Background: an optimization exercise with open tools, aiming at a short achievable clock period and few clock cycles. Do not read the settings as production practice. Where RTL was checked, it was by simulation tests only, not by an equivalence proof against the original. The RTL of runs 2 to 5 was laid out without a check of its function. Power and IR drop assume default switching activity.

==> flow/design.v <==
module Mips(
	input clk,
	input rst,
	output[31:0] imem_addr,
	input[31:0] imem_data,
	output[17:0] SRAM_ADDR,
	output[15:0] SRAM_WDATA,
	input[15:0] SRAM_RDATA,
	output SRAM_WE_N
);
localparam CIB = 4;               
localparam NCS = 1 << CIB;        
localparam CTB = 16 - CIB;        
localparam SBB = 2;               
localparam SBD = 1 << SBB;        
localparam [1:0] S_IDLE = 2'd0, S_ISSHI = 2'd1, S_CAPLO = 2'd2, S_CAPHI = 2'd3;
reg [31:0] pcf;
reg [31:0] ia_q;          
reg [15:0] btb_v;
reg [25:0] btb_tag [0:15];
reg [29:0] btb_tgt [0:15];
reg [2:0]  btb_ctr [0:15];
reg        v2;
reg [31:0] pc2, seq2;
reg        bh2, pt2;
reg [2:0]  bc2;
reg        vS;
reg [31:0] irS, pcS, seqS;
reg [9:0]  pdS;
reg [31:0] opA_S, opB_S;
reg        bWA_S, bWB_S, bW2A_S, bW2B_S;
reg        bhS, ptS;
reg [2:0]  bcS;
reg        vD;
reg [31:0] irD, pcD, seqD;
reg [9:0]  pdD;
reg        bhD, ptD;
reg [2:0]  bcD;
reg [31:0] opA_D, opB_D;
reg        bWA_D, bWB_D;   
reg        bW2A_D, bW2B_D;  
reg        eA_r, eB_r;     
reg [31:0] rf [1:31];
reg [31:1] rfv;           
reg        vE;
reg [31:0] A_E, B_E, T_E;
reg        aW_E, bW_E, tW_E;
reg [4:0]  rsE, rtE;
reg        uA_E, uB_E, uT_E;
reg [15:0] wE;
reg        cvE, heldMiss, specE;
reg [CTB-1:0] ctgE;
reg [31:0] cdE;
reg [4:0]  destE;
reg        weE, ldE, stE, bezE, bneE, jmpE, subE;
reg        cAdd_E, cAnd_E, cOr_E, cNor_E, cXor_E, cSll_E, cSra_E, cSrl_E;
reg        guessE, nzE;
reg [31:0] tgtE, seqE, pcE;
reg        bhE;
reg [2:0]  bcE;
reg [1:0]  mst;
reg        lbV, lbWe, lbFill, lbRdy;
reg [4:0]  lbDest;
reg [15:0] lbW;
reg [15:0] lo_cap;
reg [31:0] dataL;
localparam PFK = 15;
reg        pfV;
reg [3:0]  pfCnt;
reg [15:0] pfW, pfFA;
reg        pf_s1, pf_s2, pf_s3, pfDataV, pfCancel;
reg [15:0] pf_lo;
reg [31:0] pfData;
reg        bu_v, bu_w;
reg [3:0]  bu_i;
reg [25:0] bu_tag;
reg [29:0] bu_tgt;
reg [2:0]  bu_ctr;
reg        weW, fillW;
reg [31:0] dataW, dataW2;
reg [4:0]  destW;
reg [15:0] waW;
reg [NCS-1:0]     cval;
reg [NCS*CTB-1:0] ctagF;
reg [NCS*32-1:0]  cdatF;
reg [15:0] sb_a [0:SBD-1];
reg [31:0] sb_d [0:SBD-1];
reg [SBB-1:0] sb_h, sb_t;
reg [SBB:0]   sb_n;
reg        sb_ph;
reg [17:0] sa;
reg [15:0] sw;
reg        swe_n;
assign imem_addr = ia_q;
assign SRAM_ADDR = sa;
assign SRAM_WDATA = sw;
assign SRAM_WE_N = swe_n;
wire [3:0]  fi = pcf[5:2];
wire        bhit = btb_v[fi] && (btb_tag[fi] == pcf[31:6]);
wire [2:0]  bctr = btb_ctr[fi];
wire        bpt = bhit && bctr[2];
wire [31:0] pcf4 = pcf + 32'd4;
wire [31:0] npc = bpt ? {btb_tgt[fi], 2'b00} : pcf4;
function [9:0] predec(input [31:0] w);
	reg [5:0] op;
	begin
		op = w[31:26];
		predec[0] = (op == 6'd1) || (op == 6'd3) || (op == 6'd5) || (op == 6'd6) || (op == 6'd7) ||
		            (op == 6'd8) || (op == 6'd9) || (op == 6'd10) || (op == 6'd11) || (op == 6'd12);
		predec[1] = (op == 6'd32);
		predec[2] = (op == 6'd33);
		predec[3] = (op == 6'd36);
		predec[4] = (op == 6'd37);
		predec[5] = (op == 6'd40);
		predec[6] = (op == 6'd41);
		predec[7] = (op == 6'd42);
		predec[8] = (w[15:0] != 16'd0);
		predec[9] = (w[25:21] == w[20:16]);
	end
endfunction
wire [9:0] pdN = predec(imem_data);
wire [4:0] rsN = imem_data[25:21];
wire [4:0] rtN = imem_data[20:16];
wire [4:0] rsS = irS[25:21];
wire [4:0] rtS = irS[20:16];
wire [31:0] rfA_S = bWA_S ? dataW : bW2A_S ? dataW2 : opA_S;
wire [31:0] rfB_S = bWB_S ? dataW : bW2B_S ? dataW2 : opB_S;
wire [31:0] rdA_N = (rsN != 5'd0 && rfv[rsN]) ? rf[rsN] : 32'd0;
wire [31:0] rdB_N = (rtN != 5'd0 && rfv[rtN]) ? rf[rtN] : 32'd0;
wire bW2A_N = weW && destW == rsN && rsN != 5'd0;
wire bW2B_N = weW && destW == rtN && rtN != 5'd0;
wire [5:0] opF = imem_data[31:26];
wire isBezF = (opF == 6'd40);
wire isBneF = (opF == 6'd41);
wire stTakenF = imem_data[15] || (isBezF && rsN == 5'd0) || (isBneF && rsN != rtN);
wire rdF_fire = v2 && !pt2 && ((opF == 6'd42) ||
                ((isBezF || isBneF) && stTakenF && !bh2 && imem_data[15:0] != 16'd0));
wire [31:0] tgtF = seq2 + {{14{imem_data[15]}}, imem_data[15:0], 2'b00};
wire ptF = pt2 || rdF_fire;
wire [5:0] opD = irD[31:26];
wire [4:0] rsD = irD[25:21];
wire [4:0] rtD = irD[20:16];
wire [4:0] rdD = irD[15:11];
wire [31:0] sxD = {{16{irD[15]}}, irD[15:0]};
wire isRD    = pdD[0];
wire isAddiD = pdD[1];
wire isSubiD = pdD[2];
wire isLdD   = pdD[3];
wire isStD   = pdD[4];
wire isBezD  = pdD[5];
wire isBneD  = pdD[6];
wire isJmpD  = pdD[7];
wire nzD     = pdD[8];      
wire sameD   = pdD[9];      
wire useA_D = isRD | isAddiD | isSubiD | isBezD | isBneD;    
wire useB_D = isRD | isBneD;                                 
wire [4:0] destD = isRD ? rdD : rtD;
wire weD = (isRD | isAddiD | isSubiD | isLdD) && (destD != 5'd0);
wire [31:0] tgtD = seqD + {sxD[29:0], 2'b00};
wire [31:0] rfA = bWA_D ? dataW : bW2A_D ? dataW2 : opA_D;
wire [31:0] rfB = bWB_D ? dataW : bW2B_D ? dataW2 : opB_D;
wire [17:0] ofsD = sxD[17:0] - 18'd1024;
wire [17:0] eaD = rfA[17:0] + ofsD;
wire [15:0] wD = eaD[17:2];
wire [CIB-1:0] ciD = wD[CIB-1:0];
wire hazD = (isLdD || isStD) &&
            ((vE && weE && rsD == destE) || (lbV && lbWe && rsD == lbDest));
wire [31:0] Af = aW_E ? dataW : A_E;
wire [31:0] Bf = bW_E ? dataW : B_E;
wire [31:0] Tf = tW_E ? dataW : T_E;
wire [31:0] sumE = Af + (subE ? ~Bf : Bf) + {31'd0, subE};
wire big = |Bf[31:5];
wire [4:0] sh = Bf[4:0];
wire [31:0] sllE = big ? 32'd0 : (Af << sh);
wire [31:0] srE = $signed({cSra_E & Af[31], Af}) >>> (big ? 6'd32 : {1'b0, sh});
wire [31:0] aluE = ({32{cAdd_E}} & sumE) |
                   ({32{cAnd_E}} & (Af & Bf)) |
                   ({32{cOr_E}}  & (Af | Bf)) |
                   ({32{cNor_E}} & ~(Af | Bf)) |
                   ({32{cXor_E}} & (Af ^ Bf)) |
                   ({32{cSll_E}} & sllE) |
                   ({32{cSra_E | cSrl_E}} & srE);
wire sboard = vE && lbV && lbWe &&
              ((uA_E && rsE == lbDest) || ((uB_E || uT_E) && rtE == lbDest));
wire takenE = jmpE | (bezE & (Af == 32'd0)) | (bneE & (Af != Bf));
wire mispE = vE && (bezE || bneE) && nzE && !sboard && (takenE != guessE);
wire [31:0] redirE = takenE ? tgtE : seqE;
wire ldEv = vE && ldE;
wire stEv = vE && stE;
wire [CIB-1:0] ciE = wE[CIB-1:0];
wire [CTB-1:0] ctE = wE[15:CIB];
wire chit = cvE && !heldMiss && (ctgE == ctE);
wire sb_full = (sb_n == SBD);
wire sb_empty = (sb_n == 0);
reg sbmatch;
integer k;
always @(*) begin
	sbmatch = 1'b0;
	for (k = 0; k < SBD; k = k + 1)
		if (((k - sb_h) & (SBD - 1)) < sb_n && sb_a[k] == wE) sbmatch = 1'b1;
end
wire ldMiss = ldEv && !chit;
wire ldAlloc = ldMiss && !sbmatch && (!lbV || lbRdy || mst == S_CAPHI);
wire st_wr = stEv && !sb_full && !sboard;
wire stallE = (ldMiss && !ldAlloc) || (stEv && sb_full) || sboard;
wire advE = !stallE;
wire e2w = vE && advE && weE && !ldMiss;
wire capNow = (mst == S_CAPHI);
wire lbToW = lbV && (lbRdy || capNow) && !e2w;
wire wn_we = e2w || (lbToW && lbWe);
wire [4:0] wn_dest = e2w ? destE : lbDest;
wire cbyS = st_wr && ciE == ciD;
wire fill_we = fillW || pfDataV;
wire [15:0] fill_a = fillW ? waW : pfFA;
wire [31:0] fill_d = fillW ? dataW : pfData;
wire cbyF = fill_we && fill_a[CIB-1:0] == ciD;
wire [CIB-1:0] pI = rfA[CIB+1:2] ^ sxD[CIB+1:2];
wire [CIB-1:0] gI = rfA[CIB+1:2] & sxD[CIB+1:2];
wire c2I = (rfA[1] & sxD[1]) | ((rfA[1] ^ sxD[1]) & rfA[0] & sxD[0]);
reg [NCS-1:0] selD;
reg [CIB-1:0] jv, cyI;
reg           crvR;
reg [CTB-1:0] crtR;
reg [31:0]    crdR;
integer j;
always @(*) begin
	crvR = 1'b0;
	crtR = {CTB{1'b0}};
	crdR = 32'd0;
	for (j = 0; j < NCS; j = j + 1) begin
		jv = j;
		cyI = gI | (pI & ~jv);
		selD[j] = ((pI ^ jv) == {cyI[CIB-2:0], c2I});
		crvR = crvR | (selD[j] & cval[j]);
		crtR = crtR | ({CTB{selD[j]}} & ctagF[j*CTB +: CTB]);
		crdR = crdR | ({32{selD[j]}} & cdatF[j*32 +: 32]);
	end
end
wire          crvD = cbyS | cbyF | crvR;
wire [CTB-1:0] crtD = cbyS ? ctE : cbyF ? fill_a[15:CIB] : crtR;
wire [31:0]   crdD = cbyS ? Tf : cbyF ? fill_d : crdR;
wire p_hi = (mst == S_ISSHI);
wire p_new = ldAlloc;
wire spec_go;
wire sb_go = !(p_hi || p_new || spec_go) && !sb_empty;
wire sb_deq = sb_go && sb_ph;
wire pf_free = !(p_hi || p_new || spec_go || sb_go);
reg pfSbMatch;
always @(*) begin
	pfSbMatch = 1'b0;
	for (k = 0; k < SBD; k = k + 1)
		if (((k - sb_h) & (SBD - 1)) < sb_n && sb_a[k] == pfW) pfSbMatch = 1'b1;
end
wire pf_idle = !pf_s1 && !pf_s2 && !pf_s3 && !pfDataV;
wire pf_try = pfV && pfCnt != 4'd0 && pf_idle;
wire pf_lo_go = pf_try && !pfSbMatch && pf_free;
wire pf_skip = pf_try && pfSbMatch;
wire pf_hi_go = pf_s1 && pf_free;
wire pf_kill = st_wr && wE == pfFA;      
wire sb_enq = st_wr;
reg [1:0] mst_n;
always @(*) begin
	mst_n = mst;
	case (mst)
		S_ISSHI: mst_n = S_CAPLO;
		S_CAPLO: mst_n = S_CAPHI;
		default: mst_n = S_IDLE;
	endcase
	if (ldAlloc) mst_n = specE ? S_CAPLO : S_ISSHI;
end
wire accD = !vD || (advE && !hazD);
wire fetch_ok = !rst && (accD || (!vS && !v2));
wire goD = vD && advE && !hazD && !mispE;    
wire brD = (isBezD || isBneD) && nzD;
wire bneSame = isBneD && sameD;                       
wire eA = eA_r;                  
wire eB = eB_r && isBneD;        
wire useE = (eA || eB) && !bneSame;
wire lbHazB = lbV && lbWe && (rsD == lbDest || (isBneD && rtD == lbDest));
wire eAdd = cAdd_E;
wire eLog = cAnd_E | cOr_E | cNor_E | cXor_E;
wire eLd = ldE && chit;
wire [31:0] xD = isBezD ? 32'd0 : (eA ? rfB : rfA);   
wire [31:0] bxE = subE ? ~Bf : Bf;
wire [31:0] ppE = Af ^ bxE;
wire [31:0] ggE = Af & bxE;
wire [31:0] cyE = ggE | (ppE & ~xD);
wire eqAdd = ((ppE ^ xD) == {cyE[30:0], subE});
wire [31:0] logE = ({32{cAnd_E}} & (Af & Bf)) | ({32{cOr_E}} & (Af | Bf)) |
                   ({32{cNor_E}} & ~(Af | Bf)) | ({32{cXor_E}} & (Af ^ Bf));
wire eqLog = (logE == xD);
wire eqLd = (cdE == xD);
wire eqE = eAdd ? eqAdd : eLog ? eqLog : eqLd;
wire eqR = isBezD ? (rfA == 32'd0) : (rfA == rfB);
wire eqD = bneSame | (useE ? eqE : eqR);
wire takenD = isBezD ? eqD : !eqD;
wire resD = brD && goD && !lbHazB && (!useE || eAdd || eLog || eLd);
wire mispD = resD && (takenD != ptD);
assign spec_go = vD && isLdD && !hazD && advE && !p_hi && !p_new;
wire [31:0] pcf_n = mispD ? (ptD ? seqD : tgtD) :
                    mispE ? redirE : rdF_fire ? tgtF : fetch_ok ? npc : pcf;
integer i;
always @(posedge clk)
	ia_q <= pcf_n;
wire [4:0] rsNew = vS ? rsS : rsN;
wire [4:0] rtNew = vS ? rtS : rtN;
always @(posedge clk) begin
	if (advE) begin
		eA_r <= goD && weD && destD == rsNew;
		eB_r <= goD && weD && destD == rtNew;
	end else if (accD) begin
		eA_r <= vE && weE && destE == rsNew;
		eB_r <= vE && weE && destE == rtNew;
	end
end
always @(posedge clk or posedge rst) begin
	if (rst) begin
		pcf <= 32'd0;
		v2 <= 1'b0;
		vS <= 1'b0;
		vD <= 1'b0;
		ptD <= 1'b0;
	end else begin
		pcf <= pcf_n;
		v2 <= !mispE && !mispD && !rdF_fire && fetch_ok;
		if (mispE || mispD)
			vS <= 1'b0;
		else if (accD)
			vS <= vS & v2;
		else if (v2)
			vS <= 1'b1;
		if (mispE)
			vD <= 1'b0;
		else if (accD) begin
			if (mispD)
				vD <= 1'b0;
			else if (vS) begin
				vD <= 1'b1;
				ptD <= ptS;
			end else begin
				vD <= v2;
				ptD <= ptF;
			end
		end
	end
end
always @(posedge clk) begin
	if (fetch_ok) begin
		pc2 <= pcf;
		seq2 <= pcf4;
		bh2 <= bhit;
		bc2 <= bctr;
		pt2 <= bpt;
	end
	if ((accD && vS) || (!accD && v2)) begin
		irS <= imem_data; pdS <= pdN; pcS <= pc2; seqS <= seq2; bhS <= bh2; bcS <= bc2; ptS <= ptF;
		opA_S <= rdA_N;
		opB_S <= rdB_N;
		bWA_S <= wn_we && wn_dest == rsN;
		bWB_S <= wn_we && wn_dest == rtN;
		bW2A_S <= bW2A_N;
		bW2B_S <= bW2B_N;
	end else begin
		opA_S <= rfA_S;
		opB_S <= rfB_S;
		bWA_S <= wn_we && wn_dest == rsS;
		bWB_S <= wn_we && wn_dest == rtS;
		bW2A_S <= 1'b0;
		bW2B_S <= 1'b0;
	end
	if (accD && vS) begin
		opA_D <= rfA_S;
		opB_D <= rfB_S;
		bWA_D <= wn_we && wn_dest == rsS;
		bWB_D <= wn_we && wn_dest == rtS;
		bW2A_D <= 1'b0;
		bW2B_D <= 1'b0;
	end else if (accD) begin
		opA_D <= rdA_N;
		opB_D <= rdB_N;
		bWA_D <= wn_we && wn_dest == rsN;
		bWB_D <= wn_we && wn_dest == rtN;
		bW2A_D <= bW2A_N;
		bW2B_D <= bW2B_N;
	end else begin
		opA_D <= rfA;
		opB_D <= rfB;
		bWA_D <= wn_we && wn_dest == rsD;
		bWB_D <= wn_we && wn_dest == rtD;
		bW2A_D <= 1'b0;
		bW2B_D <= 1'b0;
	end
	if (accD) begin
		if (vS) begin
			irD <= irS; pdD <= pdS; pcD <= pcS; seqD <= seqS; bhD <= bhS; bcD <= bcS;
		end else begin
			irD <= imem_data; pdD <= pdN; pcD <= pc2; seqD <= seq2; bhD <= bh2; bcD <= bc2;
		end
	end
end
always @(posedge clk or posedge rst) begin
	if (rst)
		btb_v <= 16'd0;
	else if (bu_v && bu_w)
		btb_v[bu_i] <= 1'b1;
end
always @(posedge clk) begin
	if (bu_v && bu_w) begin
		btb_tag[bu_i] <= bu_tag;
		btb_tgt[bu_i] <= bu_tgt;
		btb_ctr[bu_i] <= bu_ctr;
	end
end
always @(posedge clk or posedge rst) begin
	if (rst)
		bu_v <= 1'b0;
	else
		bu_v <= vE && (bezE || bneE || jmpE) && advE;
end
always @(posedge clk) begin
	bu_i <= pcE[5:2];
	bu_tag <= pcE[31:6];
	bu_tgt <= tgtE[31:2];
	bu_w <= bhE || takenE;
	bu_ctr <= !bhE ? 3'd6 :
	          takenE ? ((bcE == 3'd7) ? 3'd7 : bcE + 3'd1) :
	                   ((bcE == 3'd0) ? 3'd0 : bcE - 3'd1);
end
always @(posedge clk or posedge rst) begin
	if (rst)
		rfv <= 31'd0;
	else if (weW)
		rfv[destW] <= 1'b1;
end
always @(posedge clk) begin
	if (weW)
		rf[destW] <= dataW;
end
always @(posedge clk or posedge rst) begin
	if (rst)
		vE <= 1'b0;
	else if (advE)
		vE <= goD;
end
always @(posedge clk) begin
	if (advE) begin
		A_E <= rfA;
		B_E <= useB_D ? rfB : sxD;
		T_E <= rfB;
		aW_E <= wn_we && wn_dest == rsD;
		bW_E <= useB_D && wn_we && wn_dest == rtD;
		tW_E <= wn_we && wn_dest == rtD;
		rsE <= rsD;
		rtE <= rtD;
		uA_E <= useA_D;
		uB_E <= useB_D;
		uT_E <= isStD;
		wE <= wD;
		specE <= spec_go;
		heldMiss <= 1'b0;
		destE <= destD;
		weE <= weD;
		ldE <= isLdD;
		stE <= isStD;
		bezE <= isBezD;
		bneE <= isBneD;
		jmpE <= isJmpD;
		subE <= (opD == 6'd3) || isSubiD;
		cAdd_E <= (opD == 6'd1) || (opD == 6'd3) || isAddiD || isSubiD;
		cAnd_E <= (opD == 6'd5);
		cOr_E <= (opD == 6'd6);
		cNor_E <= (opD == 6'd7);
		cXor_E <= (opD == 6'd8);
		cSll_E <= (opD == 6'd9) || (opD == 6'd10);
		cSra_E <= (opD == 6'd11);
		cSrl_E <= (opD == 6'd12);
		guessE <= resD ? takenD : ptD;
		nzE <= nzD;
		tgtE <= tgtD;
		seqE <= seqD;
		pcE <= pcD;
		bhE <= bhD;
		bcE <= bcD;
	end else begin
		A_E <= Af;
		B_E <= Bf;
		T_E <= Tf;
		aW_E <= wn_we && wn_dest == rsE;
		bW_E <= uB_E && wn_we && wn_dest == rtE;
		tW_E <= wn_we && wn_dest == rtE;
		specE <= 1'b0;
		heldMiss <= ldMiss;
		if (mispE) guessE <= takenE;
	end
	cvE <= crvD;
	ctgE <= crtD;
	cdE <= crdD;
end
always @(posedge clk or posedge rst) begin
	if (rst) begin
		mst <= S_IDLE;
		lbV <= 1'b0;
		lbRdy <= 1'b0;
	end else begin
		mst <= mst_n;
		if (ldAlloc) begin
			lbV <= 1'b1;
			lbRdy <= 1'b0;
		end else if (lbToW) begin
			lbV <= 1'b0;
			lbRdy <= 1'b0;
		end else if (capNow)
			lbRdy <= 1'b1;
	end
end
always @(posedge clk) begin
	if (mst == S_CAPLO) lo_cap <= SRAM_RDATA;
	if (capNow) dataL <= {SRAM_RDATA, lo_cap};
	if (ldAlloc) begin
		lbDest <= destE;
		lbWe <= weE;
		lbW <= wE;
		lbFill <= 1'b1;
	end else begin
		if (e2w && destE == lbDest) lbWe <= 1'b0;
		if (st_wr && ciE == lbW[CIB-1:0]) lbFill <= 1'b0;
	end
end
always @(posedge clk or posedge rst) begin
	if (rst) begin
		weW <= 1'b0;
		fillW <= 1'b0;
	end else begin
		weW <= wn_we;
		fillW <= lbToW && lbFill && !(st_wr && ciE == lbW[CIB-1:0]);
	end
end
always @(posedge clk) begin
	dataW <= e2w ? (ldE ? cdE : aluE) : lbRdy ? dataL : {SRAM_RDATA, lo_cap};
	destW <= wn_dest;
	dataW2 <= dataW;
	waW <= lbW;
end
always @(posedge clk or posedge rst) begin
	if (rst) begin
		pfV <= 1'b0;
		pf_s1 <= 1'b0;
		pf_s2 <= 1'b0;
		pf_s3 <= 1'b0;
		pfDataV <= 1'b0;
	end else begin
		if (ldAlloc) pfV <= 1'b1;
		pf_s1 <= pf_lo_go;
		pf_s2 <= pf_hi_go;
		pf_s3 <= pf_s2;
		if (pf_s3)
			pfDataV <= !pfCancel && !pf_kill;
		else if (!fillW || pf_kill)
			pfDataV <= 1'b0;
	end
end
always @(posedge clk) begin
	if (ldAlloc) begin
		pfW <= wE + 16'd1;
		pfCnt <= PFK;
	end else if (pf_hi_go || pf_skip) begin
		pfW <= pfW + 16'd1;
		pfCnt <= pfCnt - 4'd1;
	end
	if (pf_lo_go) begin
		pfFA <= pfW;
		pfCancel <= st_wr && wE == pfW;
	end else if (pf_kill)
		pfCancel <= 1'b1;
	if (pf_s2) pf_lo <= SRAM_RDATA;
	if (pf_s3) pfData <= {SRAM_RDATA, pf_lo};
end
always @(posedge clk or posedge rst) begin
	if (rst)
		cval <= {NCS{1'b0}};
	else begin
		if (fill_we) cval[fill_a[CIB-1:0]] <= 1'b1;
		if (sb_enq) cval[ciE] <= 1'b1;
	end
end
always @(posedge clk) begin
	for (j = 0; j < NCS; j = j + 1) begin
		if (sb_enq && ciE == j) begin
			ctagF[j*CTB +: CTB] <= ctE;
			cdatF[j*32 +: 32] <= Tf;
		end else if (fill_we && fill_a[CIB-1:0] == j) begin
			ctagF[j*CTB +: CTB] <= fill_a[15:CIB];
			cdatF[j*32 +: 32] <= fill_d;
		end
	end
end
always @(posedge clk or posedge rst) begin
	if (rst) begin
		sb_h <= {SBB{1'b0}};
		sb_t <= {SBB{1'b0}};
		sb_n <= {(SBB+1){1'b0}};
		sb_ph <= 1'b0;
		swe_n <= 1'b1;
		sa <= 18'd0;
	end else begin
		if (sb_enq) sb_t <= sb_t + 1'b1;
		if (sb_deq) sb_h <= sb_h + 1'b1;
		sb_n <= sb_n + {{SBB{1'b0}}, sb_enq} - {{SBB{1'b0}}, sb_deq};
		if (sb_go) sb_ph <= ~sb_ph;
		swe_n <= !sb_go;
		if (p_hi) sa <= {1'b0, lbW, 1'b1};
		else if (p_new) sa <= {1'b0, wE, specE};
		else if (spec_go) sa <= {1'b0, wD, 1'b0};
		else if (sb_go) sa <= {1'b0, sb_a[sb_h], sb_ph};
		else if (pf_lo_go) sa <= {1'b0, pfW, 1'b0};
		else if (pf_hi_go) sa <= {1'b0, pfFA, 1'b1};
	end
end
always @(posedge clk) begin
	if (sb_enq) begin
		sb_a[sb_t] <= wE;
		sb_d[sb_t] <= Tf;
	end
	sw <= sb_ph ? sb_d[sb_h][31:16] : sb_d[sb_h][15:0];    
end
endmodule
==> flow/flow/run.sh <==
#!/bin/bash
# Standard ORFS layout (the standard.sh), with timing repair aimed well
# below the 15 ns clock: repair_timing keeps working until the setup slack
# reaches SETUP_SLACK_MARGIN (10.6 ns below the 15 ns clock).
export SETUP_SLACK_MARGIN=10.6
bash standard.sh > standard.log 2>&1
==> flow/standard.sh <==
#!/bin/bash
# synth_recipe.tcl (not shown) runs the flow's synth.tcl, then flattens the netlist and writes it again
# the make line also repeats each setting of config.mk as NAME=value (left out here)
make -C /OpenROAD-flow-scripts/flow DESIGN_CONFIG=/design/flow/config.mk WORK_HOME=/design/flow/orfs CLKGATE_MAP_FILE= SYNTH_SCRIPT=/design/flow/synth_recipe.tcl "${@:-finish}"
==> flow/config.mk <==
export PLATFORM = sky130hd
export DESIGN_NAME = Mips
export DESIGN_NICKNAME = Mips
export VERILOG_FILES = /design/flow/design.v
export SDC_FILE = /design/flow/constraint.sdc
export NUM_CORES = 8
export LEC_CHECK = 0
export CAP_MARGIN = 20
export CORE_MARGIN = 2
export CORE_UTILIZATION = 40
export SLEW_MARGIN = 40
==> flow/constraint.sdc <==
create_clock -name core_clock -period 15.0 [get_ports {clk}]
set_input_delay 3.0000 -clock core_clock [delete_from_list [all_inputs] [get_ports {clk}]]
set_output_delay 3.0000 -clock core_clock [all_outputs]
set_load 0.01 [all_outputs]
==> results of run 1 <==
power by group:
part,total [mW],internal (mW),switching (mW)
Combinational,7.19,2.85,4.34
Clock,10.9,6.24,4.61
Sequential,14.7,13.5,1.13
logic make-up after synthesis:
| kind of cell | count (synthesis) | share of synthesized area (%) |
|---|---|---|
| AO/OA/AOI/OAI | 2810 | 9.37 |
| buffers and inverters | 1277 | 2.63 |
| other | 1 | 0.00200 |
| multiplexers | 1807 | 15.5 |
| AND/OR/NAND/NOR | 2612 | 6.16 |
| XOR/XNOR | 618 | 2.89 |
| flip-flops | 4037 | 61.6 |
| adder cells (fa/ha/maj) | 263 | 1.90 |
state kept, by name, summed over array words and instances (netlist names), 48 cells and up:
signal,count
rf,992
ctagF,192
btb_ctr,48
sb_a,64
btb_tgt,480
cdatF,512
sb_d,128
btb_tag,416
what timing repair did:
| action | CTS | global route |
|---|---|---|
| endpoints found under the setup margin | 1040 | 788 |
| cloned | 88 | 32 |
| setup buffers | 266 | 109 |
| pin swaps | 111 | 159 |
| gates resized for setup | 1379 | 492 |
| hold buffers | 0 | 0 |
metal layers:
metal | share of wire (%) | up-vias | wire length, um | GRT usage [%]
li1 | - | 53100 | - | -
met4 | 5.9 | 10 | 40300 | 13.4
met2 | 45 | 8121 | 306000 | 42.6
met5 | 0.0095 | - | 65 | 0
met1 | 38 | 65700 | 263000 | 37.6
met3 | 11 | 1760 | 75200 | 5.67
through the flow:
step | util (%) | cell area [um2]
final | 48.3 | 226000
after detailed placement | 42.4 | 198000
after global routing | 48.3 | 226000
after global placement | 42.2 | 197000
after CTS | 47.4 | 222000
after floorplan | - | 189000
cell usage in the layout, fill, tap and decap left out, drive strengths merged, types with 165 or more instances in the layout:
master | synthesis | routed
a21oi | 1229 | 1229
buf | 236 | 948
nor2 | 1198 | 1198
mux2i | 724 | 724
nor3 | 164 | 165
edfxtp | 3415 | 3415
inv | 255 | 263
a221oi | 239 | 239
mux4 | 852 | 852
dfxtp | 484 | 484
o21ai | 427 | 427
nand2 | 634 | 636
a22o | 175 | 175
ha | 224 | 224
clkbuf | 779 | 626
mux2 | 231 | 231
xnor2 | 364 | 364
xor2 | 253 | 253
area by class of cell:
| cell class | instances | share of cell area [%] |
|---|---|---|
| Sequential cell | 4037 | 51.3 |
| Multi-Input combinational cell | 8116 | 32.4 |
| Timing Repair Buffer | 1045 | 6.01 |
| Clock buffer | 596 | 5.31 |
| Tap cell | 6198 | 3.43 |
| Clock inverter | 207 | 1.02 |
| Inverter | 262 | 0.505 |
| Antenna cell | 37 | 0.0410 |
| Timing Repair inverter | 3 | 0.0183 |
how the worst max path moves through the flow:
stage	startpoint	to	cells past startpoint
2_1_floorplan	rst	pcf[31]	9
3_3_place_gp	imem_data[16]	opB_D[18]	9
3_5_place_dp	imem_data[21]	opA_D[13]	9
4_1_cts	swe_n	SRAM_WE_N	1
5_1_grt	imem_data[15]	pcf[29]	16
6_report	bW_E	pcf[31]	21
==> impl_metrics.py, run 1 <==
metrics = {
    "critical_path": {
        "cp_cell_sequence": "buf_12, buf_12, buf_12, buf_16, mux2i_4, ha_4, a22oi_2, nand2_1, a21oi_2, xnor2_2, nor4_4, and4_4, and4b_2, a2bb2oi_4, xnor3_1, nand2_4, buf_6, buf_12, buf_16, a31oi_4, a31oi_1",
        "reg2reg_slack_ps": 10120,
        "critPathTopFamily": "simple AND/OR/NAND/NOR gates",
        "worstSetupPathType": "reg2reg",
        "path_buf_inv": 7,
        "timing.rr.end": "pcf[31]",
        "crit_path_start_kind": "register",
        "cp.required_ps": 15930,
        "cp_slowest_cell": "nor4_4",
        "crit_fanout": 8,
        "slowest_delay_ps": 590,
        "arrival_ps": 5820,
        "endpoint_kind": "register",
        "cpMostUsedCell": "buf_12",
        "r2r_start": "bW_E",
        "reg2regPathDepth": 21,
    },
    "final_layout": {
        "seq_area_um2": 116000,
        "drive_gt1_share_pct": 25.6,
        "syn2layout_area_growth_pct": 20.3,
        "layout.cells.non_filler": 20500,
        "nets": 14200,
        "fillCellCount": 39500,
        "multiInputGateArea_um2": 73200,
    },
    "synthesis": {
        "synth_warnings": 1,
        "synthTopCellsByCount": "edfxtp_1, a21oi_1, nor2_1",
        "yosysSeqAreaShare_pct": 61.6,
        "synthFlopType": "edfxtp_1",
        "synth.net_count": 13700,
        "synth_top_area_share_pct": 54.6,
        "ys_seq_elements": 4037,
        "yosysMostFrequentCell": "edfxtp_1",
        "avgSynthCellArea_um2": 14.0,
        "ys_top_cells_by_area": "edfxtp_1, mux4_2, dfxtp_1, mux2i_1, a21oi_1",
        "synth-edff-count": 3415,
        "synthArstFlopShare_pct": 3.42,
        "yosys.area.top_type": "edfxtp_1",
        "synth.distinct_cells": 94,
        "netlist_instances": 13400,
        "syn_area_um2": 188000,
    },
    "clocking": {
        "clk-insertion-delay-late_ps": 1040,
        "numCtsBuffers": 427,
        "cts_tree": "built",
        "cts.sinks": 4037,
        "cts.path.max_buffers": 4,
        "cts-htree-levels": 5,
        "cts_root_buf": "clkbuf_16",
        "cts.clk_slew.worst_paths_ps": 60,
    },
    "detailed_routing": {
        "viasPerCell": 6.28,
        "drt_pass1_iterations": 6,
        "avgRoutedWirePerCell_um": 33.4,
        "drt_iter0_markers": 18200,
        "postRouteAntennaNets": 0,
        "vias": 129000,
        "drc": 0,
        "routed_wl_um": 685000,
    },
    "timing": {
        "rsz0062_at_grt": "yes",
        "hold_viol_final": 0,
        "setup_viol": 0,
        "fin_worst_skew_ps": 96.7,
        "drv_slew": 0,
        "min_period_over_period_pct": 32.6,
        "max_slew_margin_pct": 23.4,
        "finalCriticalPeriod_ps": 4880,
        "setup_ws_ps": 10120,
        "max_freq_mhz": 205,
        "worst_pin_slew_ps": 1150,
        "holdWs_ps": 342,
        "totalNegativeSetupSlack_ps": 0,
    },
    "min_path": {
        "worstHoldPathType": "reg2reg",
        "hold_start": "pcE[2]",
        "hold_end": "bu_i[0]",
        "hold_depth": 0,
    },
    "die": {
        "initial_utilization_pct": 40.2,
        "io_pins": 117,
        "rows": 251,
        "core_area_um2": 468000,
        "dieHeight_um": 689,
        "chipWidth_um": 689,
        "die_area_um2": 475000,
    },
    "place": {
        "port-buffer-count": 115,
        "dp.cells": 19200,
        "hpwl_um": 391000,
        "place_congestion": 0.966,
        "dp_slack_ps": 7980,
    },
    "global_route": {
        "antenna_found_initial": 24,
        "grt_pass1_vias": 122000,
        "grt_pass1_wl_um": 941000,
        "track_usage_pct": 27.7,
        "grt_max_degree": 111,
        "overflow": 0,
    },
    "power_and_ir_drop": {
        "leakagePower_nw": 79.2,
        "total_power_mw": 32.7,
        "ir_drop_v": 0.000107,
        "power_density_nw_per_um2": 145,
    },
    "status": {
        "status": "no timing/DRC/antenna violations",
    },
    "job": {
        "drv_cap": 0,
    },
}
Testbench counts, summed over its fixed seeds: cycles 63,511.
==> run 2, diff against run 1 <==
--- a/flow/design.v
+++ b/flow/design.v
@@ -20,6 +20,8 @@
 reg [25:0] btb_tag [0:15];
 reg [29:0] btb_tgt [0:15];
 reg [2:0]  btb_ctr [0:15];
+reg [7:0]  btb_dif [0:15];
+reg [15:0] btb_xn;
 reg        v2;
 reg [31:0] pc2, seq2;
 reg        bh2, pt2;
@@ -76,6 +78,8 @@
 reg [25:0] bu_tag;
 reg [29:0] bu_tgt;
 reg [2:0]  bu_ctr;
+reg [7:0]  bu_dif;
+reg        bu_tk, bu_hit, bu_bne;
 reg        weW, fillW;
 reg [31:0] dataW, dataW2;
 reg [4:0]  destW;
@@ -98,7 +102,7 @@
 wire [3:0]  fi = pcf[5:2];
 wire        bhit = btb_v[fi] && (btb_tag[fi] == pcf[31:6]);
 wire [2:0]  bctr = btb_ctr[fi];
-wire        bpt = bhit && bctr[2];
+wire        bpt = bhit && bctr[2] && !btb_xn[fi];
 wire [31:0] pcf4 = pcf + 32'd4;
 wire [31:0] npc = bpt ? {btb_tgt[fi], 2'b00} : pcf4;
 function [9:0] predec(input [31:0] w);
@@ -404,11 +408,20 @@
 	else if (bu_v && bu_w)
 		btb_v[bu_i] <= 1'b1;
 end
+wire [7:0] bu_dif0 = btb_dif[bu_i];
+wire [7:0] bu_next = {bu_dif[6:0], 1'b0} - bu_dif0;    
+always @(posedge clk or posedge rst) begin
+	if (rst)
+		btb_xn <= 16'd0;
+	else if (bu_v && bu_w)
+		btb_xn[bu_i] <= bu_tk && bu_hit && bu_bne && bu_next == 8'd0 && bu_dif != bu_dif0;
+end
 always @(posedge clk) begin
 	if (bu_v && bu_w) begin
 		btb_tag[bu_i] <= bu_tag;
 		btb_tgt[bu_i] <= bu_tgt;
 		btb_ctr[bu_i] <= bu_ctr;
+		btb_dif[bu_i] <= bu_dif;
 	end
 end
 always @(posedge clk or posedge rst) begin
@@ -422,6 +435,10 @@
 	bu_tag <= pcE[31:6];
 	bu_tgt <= tgtE[31:2];
 	bu_w <= bhE || takenE;
+	bu_dif <= Af[7:0] - Bf[7:0];
+	bu_tk <= takenE;
+	bu_hit <= bhE;
+	bu_bne <= bneE;
 	bu_ctr <= !bhE ? 3'd6 :
 	          takenE ? ((bcE == 3'd7) ? 3'd7 : bcE + 3'd1) :
 	                   ((bcE == 3'd0) ? 3'd0 : bcE - 3'd1);
==> flow/flow/run.sh (replaced) <==
#!/bin/bash
# Standard ORFS layout (the standard.sh), with timing repair aimed well
# below the 15 ns clock: repair_timing keeps working until the setup slack
# reaches SETUP_SLACK_MARGIN (10.8 ns below the 15 ns clock).
export SETUP_SLACK_MARGIN=10.8
bash standard.sh > standard.log 2>&1
==> run 2 against run 1 <==
  * Worst hold slack got worse by 8.3 ps
  * Still clean
  * Largest power group unchanged
  * Cell area up 3.6%
  * Sequential share of layout area rose by 0.11 points
  * Clock skew is 22 ps higher
  * Clock power barely moved
==> impl_metrics.py, run 2 <==
metrics = {
    "status": {
        "status": "no timing/DRC/antenna violations",
    },
    "clocking": {
        "cts-htree-levels": 5,
        "cts_tree": "built",
        "numCtsBuffers": 437,
        "cts.clk_slew.worst_paths_ps": 60,
        "cts.path.max_buffers": 4,
        "cts.sinks": 4192,
        "cts_hold_buf": 0,
        "clk-insertion-delay-late_ps": 1050,
        "cts_root_buf": "clkbuf_16",
    },
    "final_layout": {
        "nets": 14700,
        "top_register": "rf",
        "most-common-layout-cells": "edfxtp_1, nor2_1, a21oi_1",
        "layout_commonest_cell": "edfxtp_1",
        "fin_util_pct": 48.1,
        "drive_gt1_share_pct": 25.7,
        "fillCellCount": 41400,
        "top_regs": "rf x992, cdatF x512, btb_tgt x480",
        "largest_reg_flops": 992,
        "syn2layout_area_growth_pct": 19.7,
    },
    "detailed_routing": {
        "postRouteAntennaNets": 0,
        "drc": 0,
        "avgRoutedWirePerCell_um": 33.7,
        "drt_iter0_markers": 20300,
        "drt_pass1_iterations": 6,
        "viasPerCell": 6.27,
        "vias": 133000,
        "routed_wl_um": 715000,
    },
    "synthesis": {
        "yosys.area.top_type": "edfxtp_1",
        "ys_top_cells_by_area": "edfxtp_1, mux4_2, dfxtp_1, mux2i_1, a21oi_1",
        "synth.distinct_cells": 104,
        "synthArstFlopShare_pct": 3.67,
        "ys_seq_elements": 4192,
        "netlist_instances": 14000,
        "synth.net_count": 14300,
        "yosysMostFrequentCell": "edfxtp_1",
        "synthTopCellsByCount": "edfxtp_1, nor2_1, a21oi_1",
        "synth-edff-count": 3543,
        "syn_area_um2": 196000,
        "avgSynthCellArea_um2": 14.0,
        "synth_top_area_share_pct": 54.4,
        "synth_warnings": 1,
        "yosysSeqAreaShare_pct": 61.4,
        "synthFlopType": "edfxtp_1",
    },
    "global_route": {
        "antenna_found_initial": 43,
        "grt_max_degree": 132,
        "track_usage_pct": 27.6,
        "grt_pass1_wl_um": 979000,
        "grt_pass1_vias": 126000,
        "overflow": 0,
    },
    "critical_path": {
        "slowest_delay_ps": 440,
        "endpoint_kind": "register",
        "crit_fanout": 4,
        "cp.required_ps": 15860,
        "cp_slowest_cell": "o41a_1",
        "crit_path_start_kind": "primary input",
        "cpMostUsedCell": "a211o_1",
        "worstSetupPathType": "in2reg",
        "arrival_ps": 5770,
        "cp_cell_sequence": "buf_6, ha_4, a211oi_4, o21ai_2, o41a_1, a31o_4, nand3_4, a311oi_4, a211o_1, a21oi_2, xnor2_2, a211o_1, a221o_1",
    },
    "place": {
        "port-buffer-count": 115,
        "hpwl_um": 402000,
        "place_congestion": 0.959,
    },
    "timing": {
        "fin_worst_skew_ps": 118,
        "drv_slew": 0,
        "max_slew_margin_pct": 30.0,
        "worst_pin_slew_ps": 1050,
        "totalNegativeSetupSlack_ps": 0,
        "hold_viol_final": 0,
        "min_period_over_period_pct": 32.7,
        "max_freq_mhz": 204,
        "rsz0062_at_grt": "yes",
        "setup_viol": 0,
        "finalCriticalPeriod_ps": 4910,
    },
    "job": {
        "drv_cap": 0,
    },
    "power_and_ir_drop": {
        "total_power_mw": 34.7,
        "power_density_nw_per_um2": 148,
        "leakagePower_nw": 80.7,
        "ir_drop_v": 0.000114,
    },
    "die": {
        "core_area_um2": 487000,
        "die_area_um2": 495000,
        "dieHeight_um": 704,
        "initial_utilization_pct": 40.2,
        "chipWidth_um": 704,
        "io_pins": 117,
        "rows": 256,
    },
    "min_path": {
        "worstHoldPathType": "reg2reg",
    },
}
run 2: power by group:
group          switching (mW)  total [mW]  internal [mW]  leakage [nW]
clock                    4.82        11.1           6.25          7.13
sequential               1.33        15.4           14.1          38.2
combinational            4.92        8.16           3.25          35.3
total                    11.1        34.7           23.6          80.7
run 2: path summary, 6_finish.rpt:
check / depth (start not counted) / from / slack, ps / to
max: 13 / imem_data[1] / 10090 / pcf[31]
min: 0 / pcE[24] / 330 / bu_tag[18]
max reg2reg: 20 / bW_E / 10270 / pcf[15]
min reg2reg: 0 / pcE[24] / 330 / bu_tag[18]
max in group asynchronous: 4 / rst / 11080 / sa[12]
min in group asynchronous: 2 / rst / 2640 / pcf[6]
run 2: kinds of logic (layout without fill, tap and decap cells):
kind of cell	after synthesis	count (layout)	share of synthesized area, %
compound gates	2788	2788	8.95
xor+xnor	626	626	2.80
fa+ha+maj	275	275	1.91
buf+inv	1338	2103	2.69
flops	4192	4192	61.4
mux	1946	1946	15.9
other cells	1	22	0.00192
simple gates	2805	2811	6.39
run 2: critical path: cells and delay by family:
kind,cells,cell delay [ps]
AOI/OAI and AO/OA,9,2230
xor gates and xnor gates,1,90
and+or+nand+nor,1,100
adders and majority gates,1,230
buffers and inverters,1,120
run 2: timing repair:
item                       4_1_cts  5_1_grt
setup buffers                  213      134
setup endpoints to repair     1365      888
gates cloned                    90       30
gates resized for setup       1456      422
pin swaps                      137      154
run 2: metrics by stage:
step / setup slack [ps] / hold WS (ps) / std cells / instance area, um2
2_1_floorplan: 9270 / 323 / 14000 / 197000
3_3_place_gp: 7440 / 324 / 19900 / 205000
3_5_place_dp: 7800 / 327 / 19900 / 206000
4_1_cts: 10130 / 339 / 21000 / 230000
5_1_grt: 10050 / 341 / 21200 / 234000
6_report: 10090 / 334 / 21200 / 234000
run 2: metal layers:
| metal | global-route usage (%) | up-vias | wire length [um] |
|---|---|---|---|
| li1 | - | 54900 | - |
| met1 | 37.9 | 67700 | 276000 |
| met2 | 42.7 | 8605 | 319000 |
| met3 | 5.65 | 1744 | 81500 |
| met4 | 12.2 | 18 | 39000 |
| met5 | 0 | - | 132 |
run 2: final cells by class:
type                       count  area (um2)  area share [%]
sequential                  4192      120000            51.4
multi-input combinational   8447       76800            32.8
timing repair buffer         975       13100            5.58
clock buffer                 578       12000            5.14
tap                         6450        8070            3.45
clock inverter               252        2600            1.11
inverter                     295        1200           0.511
antenna                       21        52.6          0.0224
timing repair inverter         3        25.0          0.0107
==> run 3, diff against run 2 <==
--- a/flow/design.v
+++ b/flow/design.v
@@ -139,7 +139,13 @@
 wire stTakenF = imem_data[15] || (isBezF && rsN == 5'd0) || (isBneF && rsN != rtN);
 wire rdF_fire = v2 && !pt2 && ((opF == 6'd42) ||
                 ((isBezF || isBneF) && stTakenF && !bh2 && imem_data[15:0] != 16'd0));
-wire [31:0] tgtF = seq2 + {{14{imem_data[15]}}, imem_data[15:0], 2'b00};
+wire [16:0] tgtF_lo = {1'b0, seq2[17:2]} + {1'b0, imem_data[15:0]};
+wire [13:0] upF = seq2[31:18];
+wire [13:0] upF_p1 = upF + 14'd1;
+wire [13:0] upF_m1 = upF - 14'd1;
+wire [13:0] tgtF_hi = (tgtF_lo[16] && !imem_data[15]) ? upF_p1 :
+                      (!tgtF_lo[16] && imem_data[15]) ? upF_m1 : upF;
+wire [31:0] tgtF = {tgtF_hi, tgtF_lo[15:0], 2'b00};
 wire ptF = pt2 || rdF_fire;
 wire [5:0] opD = irD[31:26];
 wire [4:0] rsD = irD[25:21];
==> run 3 against run 2 <==
  * The layout now fails its checks (max-capacitance violations, max-slew violations)
  * Die area down 0.21%
  * Total power down 0.64%
  * Routed wire length grew 0.70%
  * Sequential power hardly changed
  * Clock power is essentially flat
  * Critical path depth rose by 3
  * Non-clock buffer count rose by 65
  * Sequential share of layout area rose by 0.090 points
  * Area after synthesis shrank 0.21%
  * First-iteration DRC count up 5.0%
  * Clock-buffer cell count shrank 1
  * Flip-flop and latch count stayed put
  * Largest cell class unchanged
==> impl_metrics.py, run 3 <==
metrics = {
    "status": {
        "status": "failed layout checks",
        "so_faults": "max-capacitance violations, max-slew violations",
    },
    "clocking": {
        "cts_hold_buf": 0,
        "cts.sinks": 4192,
        "cts_tree": "built",
        "cts.clk_slew.worst_paths_ps": 60,
        "cts.path.max_buffers": 4,
        "cts-htree-levels": 5,
        "cts_root_buf": "clkbuf_16",
        "clk-insertion-delay-late_ps": 1070,
        "numCtsBuffers": 435,
    },
    "synthesis": {
        "yosys.area.top_type": "edfxtp_1",
        "synthFlopType": "edfxtp_1",
        "synthTopCellsByCount": "edfxtp_1, nor2_1, a21oi_1",
        "ys_top_cells_by_area": "edfxtp_1, mux4_2, dfxtp_1, mux2i_1, a21oi_1",
        "yosysSeqAreaShare_pct": 61.5,
        "synth.distinct_cells": 102,
        "ys_seq_elements": 4192,
        "syn_area_um2": 195000,
        "avgSynthCellArea_um2": 14.1,
        "synth_warnings": 1,
        "synth-edff-count": 3543,
        "synthArstFlopShare_pct": 3.67,
        "synth_top_area_share_pct": 54.5,
        "synth.net_count": 14200,
        "yosysMostFrequentCell": "edfxtp_1",
        "netlist_instances": 13900,
    },
    "critical_path": {
        "worstSetupPathType": "in2reg",
        "endpoint_kind": "register",
        "arrival_ps": 5730,
        "reg2reg_slack_ps": 10230,
        "crit_fanout": 6,
        "reg2regPathDepth": 17,
        "cp.required_ps": 15870,
        "crit_path_start_kind": "primary input",
    },
    "die": {
        "chipWidth_um": 703,
        "core_area_um2": 486000,
        "dieHeight_um": 703,
        "initial_utilization_pct": 40.2,
        "io_pins": 117,
        "rows": 256,
        "die_area_um2": 494000,
    },
    "detailed_routing": {
        "drc": 0,
        "topRoutingLayerUsed": "met5",
        "drt_pass1_iterations": 9,
        "routed_wl_um": 720000,
        "met3_length_um": 85900,
        "vias": 133000,
        "drt_iter0_markers": 21300,
        "wl_met1_um": 280000,
        "postRouteAntennaNets": 0,
        "viasPerCell": 6.29,
        "avgRoutedWirePerCell_um": 33.9,
        "routed-wl-met2_um": 316000,
    },
    "final_layout": {
        "layout.cells.non_filler": 21200,
        "layout_commonest_cell": "edfxtp_1",
        "syn2layout_area_growth_pct": 19.7,
        "top_register": "rf",
        "largest_reg_flops": 992,
        "most-common-layout-cells": "edfxtp_1, nor2_1, a21oi_1",
        "drive_gt1_share_pct": 26.0,
        "nets": 14700,
        "top_regs": "rf x992, cdatF x512, btb_tgt x480",
    },
    "place": {
        "place_congestion": 0.951,
        "port-buffer-count": 115,
        "hpwl_um": 415000,
        "dp.cells": 19900,
    },
    "global_route": {
        "grt_pass1_vias": 127000,
        "track_usage_pct": 28.1,
        "grt_max_degree": 86,
        "grt_pass1_wl_um": 986000,
        "antenna_found_initial": 67,
        "overflow": 0,
    },
    "power_and_ir_drop": {
        "p_comb_share_pct": 23.4,
        "leakagePower_nw": 80.2,
        "swShare_pct": 31.7,
        "pwr-share-clk_pct": 32.3,
        "power_density_nw_per_um2": 147,
        "ir_drop_v": 0.000114,
        "total_power_mw": 34.5,
        "sequentialPowerShare_pct": 44.4,
        "p_switching_mw": 10.9,
        "cell_internal_pwr_mw": 23.5,
    },
    "timing": {
        "fin_worst_skew_ps": 128,
        "rsz0062_at_grt": "yes",
        "drv_slew": 7,
        "max_freq_mhz": 206,
        "setup_viol": 0,
        "totalNegativeSetupSlack_ps": 0,
        "worst_pin_slew_ps": 1830,
        "min_period_over_period_pct": 32.4,
        "finalCriticalPeriod_ps": 4860,
        "hold_viol_final": 0,
        "max_slew_margin_pct": -23.0,
    },
    "min_path": {
        "worstHoldPathType": "reg2reg",
        "hold_depth": 0,
    },
    "job": {
        "drv_cap": 1,
    },
}
==> run 3: cell count changes after synthesis, moves of 35 or more <==
cell and delta:
a221oi_1 -51, o21ai_0 -39, nand2_1 +75, a22oi_1 +85, xor2_1 -48, o211ai_1 -55, a22o_1 -52, nor3b_1 +39
buf_1 +35
==> run 3: per-stage QoR <==
stage	hold slack (ps)	utilization [%]	setup WS, ps	instance area [um2]
2_1_floorplan	323	-	8860	197000
3_3_place_gp	324	42.3	6930	206000
3_5_place_dp	327	42.5	7470	207000
4_1_cts	337	47.4	10210	230000
5_1_grt	346	48.1	10060	234000
6_report	336	48.1	10140	234000
==> run 3: metal layers <==
layer | track usage (%) | vias to the layer above
met1 | 39.1 | 68300
li1 | - | 54700
met2 | 42.1 | 8693
met5 | 0 | -
met3 | 6.22 | 1667
met4 | 12.6 | 30
==> run 3: worst max-delay path, cell delays in order <==
cell       delay, ps
buf_12            90
ha_4             120
inv_2             30
fa_2             350
nor2b_4          150
o31ai_4           80
a221oi_4         360
o2111ai_4        160
a31oi_4          260
buf_12           170
or2_4            180
o31ai_4           90
xor2_1           160
o21ai_1          150
o31ai_1           80
mux2_4           270
==> run 3: timing repair <==
action	CTS	global route
resized for setup	1410	359
pin swaps	134	133
cloned	75	28
setup endpoints to repair	983	555
buffers inserted	292	106
==> run 3: power groups by stage <==
stage                     clock network [mW]  registers [mW]  logic (mW)
after floorplan                            0            14.8        4.08
after global placement                     0            15.5        6.49
after detailed placement                   0            15.5        6.55
after CTS                               11.2            15.2        7.53
after global routing                    11.7            15.3        8.39
final                                   11.1            15.3        8.06
==> run 3: logic make-up (layout without fill, tap and decap cells) <==
group                      after synthesis  in the layout  share of synthesized area, %
and+or+nand+nor                       2875           2878                          6.58
other                                    1             49                       0.00192
xor gates and xnor gates               611            611                          2.74
DFF                                   4192           4192                          61.5
adders and majority gates              264            264                          1.84
AOI/OAI and AO/OA                     2653           2653                          8.46
buffers and inverters                 1324           2143                          2.60
muxes                                 1975           1975                          16.3
==> run 3: layout make-up <==
cell class	count	area (um2)
antenna	48	120
clock buffer	577	11800
clock inverter	239	2630
fill	41400	252000
inverter	285	1160
multi-input combinational	8382	76400
sequential	4192	120000
tap	6450	8070
timing repair buffer	1040	13100
timing repair inverter	2	17.5
==> run 3: final timing paths <==
check                              from  endpoint
hold / removal                   pcE[4]   bu_i[2]
min in group asynchronous           rst   rfv[12]
max in group asynchronous           rst     pf_s2
setup / recovery           imem_data[0]   pcf[31]
hold reg to reg                  pcE[4]   bu_i[2]
setup reg to reg              dataW[21]  ia_q[22]
==> run 4, diff against run 3 <==
==> flow/flow/run.sh (replaced) <==
#!/bin/bash
# Standard ORFS layout (the standard.sh), with timing repair aimed well
# below the 15 ns clock: repair_timing keeps working until the setup slack
# reaches SETUP_SLACK_MARGIN (10.6 ns below the 15 ns clock).
export SETUP_SLACK_MARGIN=10.6
bash standard.sh > standard.log 2>&1
==> run 4 against run 3 <==
  * Now clean on timing, DRC and antenna
  * Utilization down 0.24 points
  * Clock skew down 44 ps
  * Final cell count down 0.50%
  * Synthesized cell count unchanged
  * Setup slack unchanged
  * Flip-flop and latch count unchanged
  * Critical path type unchanged
  * Combinational power down 4.8%
==> impl_metrics.py, run 4 <==
metrics = {
    "status": {
        "status": "no timing/DRC/antenna violations",
    },
    "timing": {
        "fin_worst_skew_ps": 84.0,
        "finalCriticalPeriod_ps": 4860,
        "min_period_over_period_pct": 32.4,
        "max_slew_margin_pct": 36.6,
        "setup_viol": 0,
        "totalNegativeSetupSlack_ps": 0,
        "worst_pin_slew_ps": 951,
        "hold_viol_final": 0,
        "drv_slew": 0,
        "max_freq_mhz": 206,
        "setup_ws_ps": 10140,
        "rsz0062_at_grt": "yes",
    },
    "detailed_routing": {
        "viasPerCell": 6.24,
        "drc": 0,
        "routed-wl-met2_um": 313000,
        "vias": 132000,
        "met3_length_um": 79200,
        "wl_met1_um": 274000,
        "drt_iter0_markers": 19600,
        "postRouteAntennaNets": 0,
        "routed_wl_um": 703000,
        "topRoutingLayerUsed": "met5",
        "drt_pass1_iterations": 7,
        "avgRoutedWirePerCell_um": 33.3,
    },
    "min_path": {
        "hold_depth": 0,
        "worstHoldPathType": "reg2reg",
    },
    "critical_path": {
        "endpoint_kind": "register",
        "crit_path_start_kind": "primary input",
        "arrival_ps": 5800,
        "cp_cell_sequence": "buf_12, ha_4, inv_2, fa_2, nor2b_4, o31ai_4, a221oi_4, o2111ai_4, a31oi_4, buf_12, or2_4, buf_6, o21ai_4, xor2_1, nor2_1, a311o_1, a21oi_2",
        "reg2reg_slack_ps": 10200,
        "reg2regPathDepth": 14,
        "slowest_delay_ps": 360,
        "worstSetupPathType": "in2reg",
        "crit_fanout": 7,
        "cp.required_ps": 15940,
        "cp_slowest_cell": "fa_2",
        "cpMostUsedCell": "buf_12",
    },
    "global_route": {
        "track_usage_pct": 27.4,
        "grt_pass1_wl_um": 967000,
        "grt_pass1_vias": 125000,
        "grt_max_degree": 73,
        "overflow": 0,
        "antenna_found_initial": 53,
    },
    "synthesis": {
        "ys_top_cells_by_area": "edfxtp_1, mux4_2, dfxtp_1, mux2i_1, a21oi_1",
        "yosys.area.top_type": "edfxtp_1",
        "netlist_instances": 13900,
        "yosysSeqAreaShare_pct": 61.5,
        "synth.net_count": 14200,
        "synthTopCellsByCount": "edfxtp_1, nor2_1, a21oi_1",
        "synth.distinct_cells": 102,
        "synthFlopType": "edfxtp_1",
        "ys_seq_elements": 4192,
        "yosysMostFrequentCell": "edfxtp_1",
        "syn_area_um2": 195000,
        "synthArstFlopShare_pct": 3.67,
        "avgSynthCellArea_um2": 14.1,
        "synth_warnings": 1,
        "synth_top_area_share_pct": 54.5,
        "synth-edff-count": 3543,
    },
    "clocking": {
        "numCtsBuffers": 439,
        "cts_root_buf": "clkbuf_16",
        "clk-insertion-delay-late_ps": 1030,
        "cts.sinks": 4192,
        "cts_hold_buf": 0,
        "cts.clk_slew.worst_paths_ps": 60,
        "cts-htree-levels": 5,
        "cts.path.max_buffers": 4,
        "cts_tree": "built",
    },
    "place": {
        "dp_slack_ps": 7540,
        "placed_area_um2": 207000,
        "hpwl_um": 407000,
        "port-buffer-count": 115,
        "place_congestion": 0.957,
    },
    "power_and_ir_drop": {
        "ir_drop_v": 0.000128,
        "leakagePower_nw": 79.8,
        "power_density_nw_per_um2": 147,
    },
    "die": {
        "chipWidth_um": 703,
        "rows": 256,
        "io_pins": 117,
        "core_area_um2": 486000,
        "dieHeight_um": 703,
        "initial_utilization_pct": 40.2,
        "die_area_um2": 494000,
    },
    "final_layout": {
        "top_regs": "rf x992, cdatF x512, btb_tgt x480",
        "largest_reg_flops": 992,
        "top_register": "rf",
        "drive_gt1_share_pct": 24.9,
        "most-common-layout-cells": "edfxtp_1, nor2_1, a21oi_1",
        "layout_commonest_cell": "edfxtp_1",
        "nets": 14600,
        "syn2layout_area_growth_pct": 19.1,
        "final_area_um2": 233000,
    },
    "job": {
        "drv_cap": 0,
    },
}
==> run 4: cell counts after synthesis <==
Identical to the previous run, type by type.
==> run 4: final timing paths <==
path,startpoint,to
worst min register to register,pcE[12],bu_tag[6]
worst max-delay path,imem_data[0],ia_q[21]
max in group asynchronous,rst,sa[12]
worst max register to register,pcf[3],pcf[31]
min in group asynchronous,rst,weW
worst min-delay path,pcE[12],bu_tag[6]
==> run 4: layout make-up <==
type,instances,area (um2)
fillers,41400,254000
flip-flops and latches,4192,120000
multi-input cells,8379,75600
repair buffers,956,12500
clock buffers,587,12000
well taps,6450,8070
clock inverters,229,2710
inverters,285,1190
diodes,27,67.6
repair inverters,3,26.3
==> run 4: repair_timing <==
action / in CTS / in global routing
setup buffers: 168 / 132
pin swaps: 55 / 96
gates resized for setup: 1166 / 414
cloned: 76 / 33
setup endpoints to repair: 903 / 504
==> run 4: cells by family (layout without fill, tap and decap cells) <==
| logic type | after synthesis | after routing | share of synthesized area (%) |
|---|---|---|---|
| DFF | 4192 | 4192 | 61.5 |
| and+or+nand+nor | 2875 | 2875 | 6.58 |
| AOI/OAI and AO/OA | 2653 | 2653 | 8.46 |
| muxes | 1975 | 1975 | 16.3 |
| buffers and inverters | 1324 | 2060 | 2.60 |
| xor gates and xnor gates | 611 | 611 | 2.74 |
| adders and majority gates | 264 | 264 | 1.84 |
| other | 1 | 28 | 0.00192 |
==> run 4: per-stage QoR <==
step	hold slack (ps)	std cells	utilization, %	power, mW
3_5_place_dp	327	19900	42.5	22.0
6_report	333	21100	47.9	34.3
5_1_grt	341	21100	47.8	35.2
3_3_place_gp	324	19800	42.3	21.9
2_1_floorplan	323	13900	-	18.9
4_1_cts	333	20900	47.0	33.8
==> run 4: layer usage <==
| layer | GRT usage, % | up-vias |
|---|---|---|
| met4 | 11.8 | 29 |
| li1 | - | 54400 |
| met3 | 5.64 | 1669 |
| met5 | 0.255 | - |
| met1 | 38.1 | 67300 |
| met2 | 41.7 | 8271 |
==> run 4: critical path: cells and delay by family <==
family	cells	cell delay, ps
compound gates	7	1340
xor+xnor	1	130
fa+ha+maj	2	490
simple gates	3	410
buf+inv	4	410
==> run 4: where the power goes <==
part	switching [mW]	internal, mW	leakage (nW)	total, mW
sequential	1.29	14.0	38.2	15.3
clock	4.76	6.51	7.17	11.3
combinational	4.65	3.02	34.4	7.67
==> run 5, diff against run 4 <==
--- a/flow/design.v
+++ b/flow/design.v
@@ -30,6 +30,7 @@
 reg [31:0] irS, pcS, seqS;
 reg [9:0]  pdS;
 reg [31:0] opA_S, opB_S;
+reg        srcF_S;         
 reg        bWA_S, bWB_S, bW2A_S, bW2B_S;
 reg        bhS, ptS;
 reg [2:0]  bcS;
@@ -39,6 +40,8 @@
 reg        bhD, ptD;
 reg [2:0]  bcD;
 reg [31:0] opA_D, opB_D;
+reg        srcF_D;         
+reg [31:0] opA_F, opB_F;   
 reg        bWA_D, bWB_D;   
 reg        bW2A_D, bW2B_D;  
 reg        eA_r, eB_r;     
@@ -127,8 +130,8 @@
 wire [4:0] rtN = imem_data[20:16];
 wire [4:0] rsS = irS[25:21];
 wire [4:0] rtS = irS[20:16];
-wire [31:0] rfA_S = bWA_S ? dataW : bW2A_S ? dataW2 : opA_S;
-wire [31:0] rfB_S = bWB_S ? dataW : bW2B_S ? dataW2 : opB_S;
+wire [31:0] rfA_S = bWA_S ? dataW : bW2A_S ? dataW2 : srcF_S ? opA_F : opA_S;
+wire [31:0] rfB_S = bWB_S ? dataW : bW2B_S ? dataW2 : srcF_S ? opB_F : opB_S;
 wire [31:0] rdA_N = (rsN != 5'd0 && rfv[rsN]) ? rf[rsN] : 32'd0;
 wire [31:0] rdB_N = (rtN != 5'd0 && rfv[rtN]) ? rf[rtN] : 32'd0;
 wire bW2A_N = weW && destW == rsN && rsN != 5'd0;
@@ -167,8 +170,8 @@
 wire [4:0] destD = isRD ? rdD : rtD;
 wire weD = (isRD | isAddiD | isSubiD | isLdD) && (destD != 5'd0);
 wire [31:0] tgtD = seqD + {sxD[29:0], 2'b00};
-wire [31:0] rfA = bWA_D ? dataW : bW2A_D ? dataW2 : opA_D;
-wire [31:0] rfB = bWB_D ? dataW : bW2B_D ? dataW2 : opB_D;
+wire [31:0] rfA = bWA_D ? dataW : bW2A_D ? dataW2 : srcF_D ? opA_F : opA_D;
+wire [31:0] rfB = bWB_D ? dataW : bW2B_D ? dataW2 : srcF_D ? opB_F : opB_D;
 wire [17:0] ofsD = sxD[17:0] - 18'd1024;
 wire [17:0] eaD = rfA[17:0] + ofsD;
 wire [15:0] wD = eaD[17:2];
@@ -362,17 +365,19 @@
 		bc2 <= bctr;
 		pt2 <= bpt;
 	end
+	opA_F <= rdA_N;
+	opB_F <= rdB_N;
+	opA_S <= rfA_S;
+	opB_S <= rfB_S;
 	if ((accD && vS) || (!accD && v2)) begin
 		irS <= imem_data; pdS <= pdN; pcS <= pc2; seqS <= seq2; bhS <= bh2; bcS <= bc2; ptS <= ptF;
-		opA_S <= rdA_N;
-		opB_S <= rdB_N;
+		srcF_S <= 1'b1;
 		bWA_S <= wn_we && wn_dest == rsN;
 		bWB_S <= wn_we && wn_dest == rtN;
 		bW2A_S <= bW2A_N;
 		bW2B_S <= bW2B_N;
 	end else begin
-		opA_S <= rfA_S;
-		opB_S <= rfB_S;
+		srcF_S <= 1'b0;
 		bWA_S <= wn_we && wn_dest == rsS;
 		bWB_S <= wn_we && wn_dest == rtS;
 		bW2A_S <= 1'b0;
@@ -381,13 +386,13 @@
 	if (accD && vS) begin
 		opA_D <= rfA_S;
 		opB_D <= rfB_S;
+		srcF_D <= 1'b0;
 		bWA_D <= wn_we && wn_dest == rsS;
 		bWB_D <= wn_we && wn_dest == rtS;
 		bW2A_D <= 1'b0;
 		bW2B_D <= 1'b0;
 	end else if (accD) begin
-		opA_D <= rdA_N;
-		opB_D <= rdB_N;
+		srcF_D <= 1'b1;
 		bWA_D <= wn_we && wn_dest == rsN;
 		bWB_D <= wn_we && wn_dest == rtN;
 		bW2A_D <= bW2A_N;
@@ -395,6 +400,7 @@
 	end else begin
 		opA_D <= rfA;
 		opB_D <= rfB;
+		srcF_D <= 1'b0;
 		bWA_D <= wn_we && wn_dest == rsD;
 		bWB_D <= wn_we && wn_dest == rtD;
 		bW2A_D <= 1'b0;
==> run 5 against run 4 <==
  * Still clean
  * Critical path type unchanged
  * First-iteration DRC count is 5.2% higher
  * Worst hold slack better by 5.4 ps
  * Non-clock buffer count is 5 higher
  * Flip-flop and latch count is 66 higher
  * Clock skew is 64 ps higher
==> impl_metrics.py, run 5 <==
metrics = {
    "synthesis": {
        "synth-compound-area-share_pct": 9.34,
        "ys_top_cells_by_area": "edfxtp_1, mux4_2, dfxtp_1, mux2i_1, a21oi_1",
        "syn_area_um2": 199000,
        "synth_warnings": 1,
        "synth.net_count": 14800,
        "yosys.area.top_type": "edfxtp_1",
        "synth_top_area_share_pct": 54.5,
        "synthXorXnorAreaFrac_pct": 2.75,
    },
    "timing": {
        "hold_viol_final": 0,
        "rsz0062_at_grt": "yes",
        "drv_slew": 0,
        "setup_viol": 0,
        "holdWs_ps": 339,
        "max_slew_margin_pct": 31.2,
        "totalNegativeSetupSlack_ps": 0,
        "fin_worst_skew_ps": 148,
    },
    "place": {
        "port-buffer-count": 115,
        "hpwl_um": 431000,
        "placed_area_um2": 210000,
        "place_congestion": 1.04,
    },
    "final_layout": {
        "drive_gt1_share_pct": 23.3,
        "layout_commonest_cell": "edfxtp_1",
        "nets": 15100,
        "most-common-layout-cells": "edfxtp_1, nor2_1, a21oi_1",
        "multiInputGateArea_um2": 76600,
        "seq_area_um2": 122000,
        "final_area_um2": 235000,
        "top_register": "rf",
    },
    "die": {
        "initial_utilization_pct": 40.2,
        "dieHeight_um": 709,
        "io_pins": 117,
    },
    "global_route": {
        "antenna_found_initial": 39,
        "track_usage_pct": 28.0,
        "grt_max_degree": 72,
        "grt_pass1_wl_um": 1010000,
    },
    "detailed_routing": {
        "drc": 0,
        "postRouteAntennaNets": 0,
        "viasPerCell": 6.28,
        "avgRoutedWirePerCell_um": 33.5,
        "drt_iter0_markers": 20600,
        "routed_wl_um": 731000,
    },
    "critical_path": {
        "path_buf_inv": 2,
        "crit_fanout": 5,
        "cp.required_ps": 15900,
        "cp_cell_sequence": "buf_8, ha_4, inv_2, fa_2, nor2b_4, o31ai_4, a21oi_4, a311oi_4, a21o_4, mux2i_2, xor2_1, o31ai_2, a31oi_4, or3_4, o2bb2ai_4",
    },
    "clocking": {
        "cts.path.max_buffers": 4,
        "cts.sinks": 4258,
    },
    "min_path": {
        "worstHoldPathType": "reg2reg",
    },
    "status": {
        "status": "no timing/DRC/antenna violations",
    },
}
[run 5: cell types whose count changed after synthesis, sizes merged, moves of 95 or more]
cell,previous run,this run
a21oi,1178,1363
mux2i,780,900
mux4,929,795
nand2,708,501
nor2,1302,1548
xnor2,382,287
xor2,229,335
[run 5: worst paths after layout]
check                                  start         end  slack [ps]  cells past startpoint
worst max-delay path            imem_data[0]     pcf[30]       10070                     15
worst min-delay path                 pcE[17]  bu_tag[11]         340                      0
min in group asynchronous                rst     pcf[16]        2580                      2
max in group asynchronous                rst       pf_s3       10860                      5
worst min register to register       pcE[17]  bu_tag[11]         340                      0
worst max register to register        srcF_D     pcf[12]       10090                     20
[run 5: per-stage QoR]
stage,cells,utilization [%]
floorplan,14400,-
global placement,20600,42.3
detailed placement,20600,42.5
CTS,21700,46.8
global route,21800,47.5
finish,21800,47.5
[run 5: worst register-to-register path, stage by stage, from the launching register on]
cell and delay, ps:
dfxtp_4 470, buf_12 140, buf_16 160, mux2_2 410, o22a_1 210, o221ai_4 90
nor2_2 90, fa_2 630, xor2_4 260, nand4_1 250, nor4_2 350, nand2_1 150
o21ai_4 220, a31oi_4 100, or3_4 400, a21oi_4 160, buf_12 130, buf_12 120
buf_16 160, buf_6 110, mux2i_2 210
[run 5: power by group]
group | internal, mW | switching (mW) | total (mW)
Sequential | 14.3 | 1.17 | 15.5
Combinational | 2.84 | 4.86 | 7.69
Clock | 6.57 | 4.86 | 11.4
Total | 23.7 | 10.9 | 34.6
[run 5: per-layer routing]
metal  vias to the layer above  global-route usage (%)
met5                         -                       0
met4                        12                    13.2
met3                      1818                    5.43
met2                      8943                    42.8
met1                     69900                    38.6
li1                      56500                       -
[run 5: logic make-up after synthesis]
group / Yosys count
flops: 4258
compound gates: 2978
simple gates: 2945
mux: 2012
buf+inv: 1361
xor+xnor: 623
fa+ha+maj: 264
other cells: 1
[run 5: area by class of cell]
cell class              instances  area share [%]
diodes                         17          0.0181
multi-input cells            8833            32.6
well taps                    6630            3.53
repair buffers                961            4.76
flip-flops and latches       4258            52.1
clock inverters               191           0.953
clock buffers                 648            5.46
repair inverters                3          0.0144
inverters                     307           0.558
[run 5: timing repair]
action                                  in CTS  in global routing
cloned                                      54                 24
endpoints found under the setup margin     994                492
pin swaps                                  109                 83
resized for setup                         1135                365
buffers inserted                           166                145

-- what the ideal ports hide --
The results above use ideal ports. As a check the final layouts listed here were re-extracted and re-timed, cells and wires unchanged.
Step 1 assumes that a clkbuf_16 drives the clock port and a buf_2 every other input.
Step 2 times the ports against the registers' clock, not the clock port: input delays grow and output delays shrink by t, the midpoint of the rising clock arrivals with the driver on.
Slacks: ideal / step 1 / step 2; pairs: ideal / step 1.
| run | shift t [ns] | setup WS [ns] |
|---|---|---|
| run 1 | 1.111 | 10.116 / 10.115 / 9.073 |
| run 2 | 1.108 | 10.090 / 9.964 / 8.856 |
| run 3 | 1.133 | 10.142 / 10.022 / 8.889 |
| run 4 | 1.109 | 10.142 / 10.153 / 9.045 |
| run 5 | 1.155 | 10.068 / 10.093 / 8.998 |
